Source: an optimization exercise on an open RTL-to-GDS flow (aim: small area, a short achievable clock period and few clock cycles per item). Production flows keep margins and buffers that such runs may drop.
Only simulation tests tie the RTL to the original design; equivalence was not proved.

Setup of run 1:
## dsha_miner
module dsha_miner(
		input wire clk,
		input wire rst,
		input wire [255:0] midstate,
		input wire [95:0] tail,
		input wire [31:0] start_nonce,
		output reg out_valid,
		output reg [31:0] out_nonce,
		output reg [255:0] out_hash
	);
Size: roughly 70000 cells after synthesis, about 14000 flip-flops, about 680 I/O pins, roughly 580000 sq um of cells after synthesis.
clock: 12.0 ns
lec_check: 0
abc_area: 1
cap_margin: 30
core_margin: 2
core_utilization: 38
slew_margin: 30
standard.sh (not shown) runs the stock make flow with config.mk's settings and CLKGATE_MAP_FILE= SYNTH_SCRIPT=/design/flow/synth_recipe.tcl, a recipe that flattens the netlist after the stock synthesis.
==> flow/flow/run.sh <==
#!/bin/bash
# Layout flow: the standard flow (standard.sh), with
#  - synthesis that leaves the adders to ABC (no full/half-adder cells) and
#    maps with ABC's mapper at a 2.5 ns delay target, then its gate sizing,
#  - timing repair aimed below the SDC period (the SDC is unchanged), on the
#    worst paths only,
#  - global-routing capacity reductions set per layer (flow/fastroute.tcl),
#  - output flip-flops (and buffers between them and the port buffers) moved
#    next to their port buffers after global
#    placement (flow/place_outputs.tcl),
#  - larger clock-tree sink clusters and no dummy clock loads,
#  - more rounds of antenna repair after detailed routing.
# Each step's output goes to a log file of its own in this folder.
set -euo pipefail
rm -rf scripts_local
cp -r "$FLOW_HOME/scripts" scripts_local
printf 'strash\ndch\nmap -D 2500\ntopo\nstime -c\nbuffer -c\nupsize -c\ndnsize -c\n' > scripts_local/abc_area.script
export SCRIPTS_DIR=$PWD/scripts_local
export ADDER_MAP_FILE=
bash standard.sh synth > log_synth.txt 2>&1
export SETUP_SLACK_MARGIN=7.8
export TNS_END_PERCENT=0
export FASTROUTE_TCL=$PWD/flow/fastroute.tcl
export POST_GLOBAL_PLACE_TCL=$PWD/flow/place_outputs.tcl
export CTS_ARGS="-sink_clustering_enable -repair_clock_nets -dont_use_dummy_load -sink_clustering_size 25 -sink_clustering_max_diameter 90"
export MAX_REPAIR_ANTENNAS_ITER_DRT=12
bash standard.sh floorplan > log_floorplan.txt 2>&1
bash standard.sh place > log_place.txt 2>&1
bash standard.sh cts > log_cts.txt 2>&1
bash standard.sh route > log_route.txt 2>&1
bash standard.sh finish > log_finish.txt 2>&1
==> flow/flow/fastroute.tcl <==
# Global-routing layer setup: the platform's layers, with a larger capacity
# reduction on met1 (kept mostly for pin access) and a smaller one on the
# upper layers, so that global routing of this dense design converges and
# leaves met1 lightly used for detailed routing.
set_global_routing_layer_adjustment met1 0.5
set_global_routing_layer_adjustment met2 0.1
set_global_routing_layer_adjustment met3 0.1
set_global_routing_layer_adjustment met4 0.1
set_global_routing_layer_adjustment met5 0.1

set_routing_layers -clock $::env(MIN_CLK_ROUTING_LAYER)-$::env(MAX_ROUTING_LAYER)
set_routing_layers -signal $::env(MIN_ROUTING_LAYER)-$::env(MAX_ROUTING_LAYER)
Other scripts of this flow, unchanged in this note and not shown: flow/flow/place_outputs.tcl
Run 1 reached the final stage; the timing, DRC and antenna checks on its layout passed.
Testbench counts of run 1, summed over its fixed seeds: cycles 67,520, items 8,192.
Edits applied to the flow inputs when going from run 1 to run 2:
- swapping 38 for 34 in CORE_UTILIZATION
--- a/flow/flow/run.sh
+++ b/flow/flow/run.sh
@@ -19,5 +19,5 @@
 export ADDER_MAP_FILE=
 bash standard.sh synth > log_synth.txt 2>&1
-export SETUP_SLACK_MARGIN=7.8
+export SETUP_SLACK_MARGIN=7.5
 export TNS_END_PERCENT=0
 export FASTROUTE_TCL=$PWD/flow/fastroute.tcl
### Flow results
Looking only at global-route usage, and setting everything else aside, the higher value of run 1 and run 2 goes to run 1. Diff run 1 and run 2: TritonCTS buffer count higher in run 2. Post-route core utilization ended up 4.9 points lower on run 2 than on run 1. Summary of run 2 over run 1: final non-filler cell area neither gained nor lost much; post-layout worst setup margin lost 0.24 ns; die area grew by 12%; proportion of cell area occupied by multi-input gates went down by 0.83 points; fraction of the cycle the final worst path needs shows an increase of 2.0 points.
Edits applied to the flow inputs when going from run 2 to run 3:
- swapping 34 for 38 in CORE_UTILIZATION
Results
- Result: PASS for each of run 3 and run 2
- Total length of routed wires: run 3 lower than run 2
- Compared to run 2, run 3 has placeable core region 180000 sq um lower.
- Measured against each other, run 3 and run 2 differ in clock buffer count in the final layout, the higher figure coming from run 2.
- Run 2 was routed with more vias than run 3.
- Between run 3 and run 2, number of tap cells inserted is lower for run 3, run 2 comes in above that.
## Diff of input files: run 4 against run 3
- CORE_UTILIZATION now 42, was 38
--- a/flow/flow/run.sh
+++ b/flow/flow/run.sh
@@ -5,5 +5,4 @@
 #  - timing repair aimed below the SDC period (the SDC is unchanged), on the
 #    worst paths only,
-#  - global-routing capacity reductions set per layer (flow/fastroute.tcl),
 #  - output flip-flops (and buffers between them and the port buffers) moved
 #    next to their port buffers after global
@@ -21,5 +20,4 @@
 export SETUP_SLACK_MARGIN=7.5
 export TNS_END_PERCENT=0
-export FASTROUTE_TCL=$PWD/flow/fastroute.tcl
 export POST_GLOBAL_PLACE_TCL=$PWD/flow/place_outputs.tcl
 export CTS_ARGS="-sink_clustering_enable -repair_clock_nets -dont_use_dummy_load -sink_clustering_size 25 -sink_clustering_max_diameter 90"
removed: flow/flow/fastroute.tcl
==> notes.md <==
- Run 4 — final wirelength about 4% lower, run 3 as reference
- Diff run 4..run 3 | clock edge transition at the registers on the reported setup and hold paths | negligible
- Reported for run 3 and run 4, sequential cell count turned out identical to the last digit.
- Run 4 vs run 3: area used by multi-input combinational logic down slightly
- Re area enclosed by the die boundary: run 4 is 150000 sq um down on run 3.

separate check: timing with driven ports:
The flow's constraints put no driver on any port. The routed layouts listed below were extracted and timed again, unchanged, in two steps.
Step 1 sets driving cells, clkbuf_16 on the clock port and buf_2 on the other inputs (assumed; they add their load-dependent delay and slew).
Step 2 adds t to the input delays and takes it off the output delays; t is the mean of the earliest and latest rising clock arrival at the registers after step 1. Input paths then give back, and output paths get back, about the clock's delay inside the block.
Slacks: no drivers / after step 1 / after step 2; pairs: no drivers / after step 1.
| run | t, ns | slack for setup (ns) | hold slack, ns | clock arrival spread, ns | cell pins on the clock port's net |
|---|---|---|---|---|---|
| run 1 | 1.516 | 7.238 / 7.142 / 7.238 | 0.181 / 0.181 / 0.181 | 0.202 / 0.201 | 1 |
| run 2 | 1.544 | 6.997 / 6.970 / 6.997 | 0.197 / 0.197 / 0.197 | 0.247 / 0.247 | 1 |
| run 3 | 1.484 | 7.131 / 6.928 / 7.131 | 0.232 / 0.232 / 0.232 | 0.170 / 0.170 | 1 |
| run 4 | 1.442 | 7.062 / 6.995 / 7.062 | 0.243 / 0.243 / 0.243 | 0.179 / 0.179 | 1 |
After both steps every run listed still meets setup and hold.
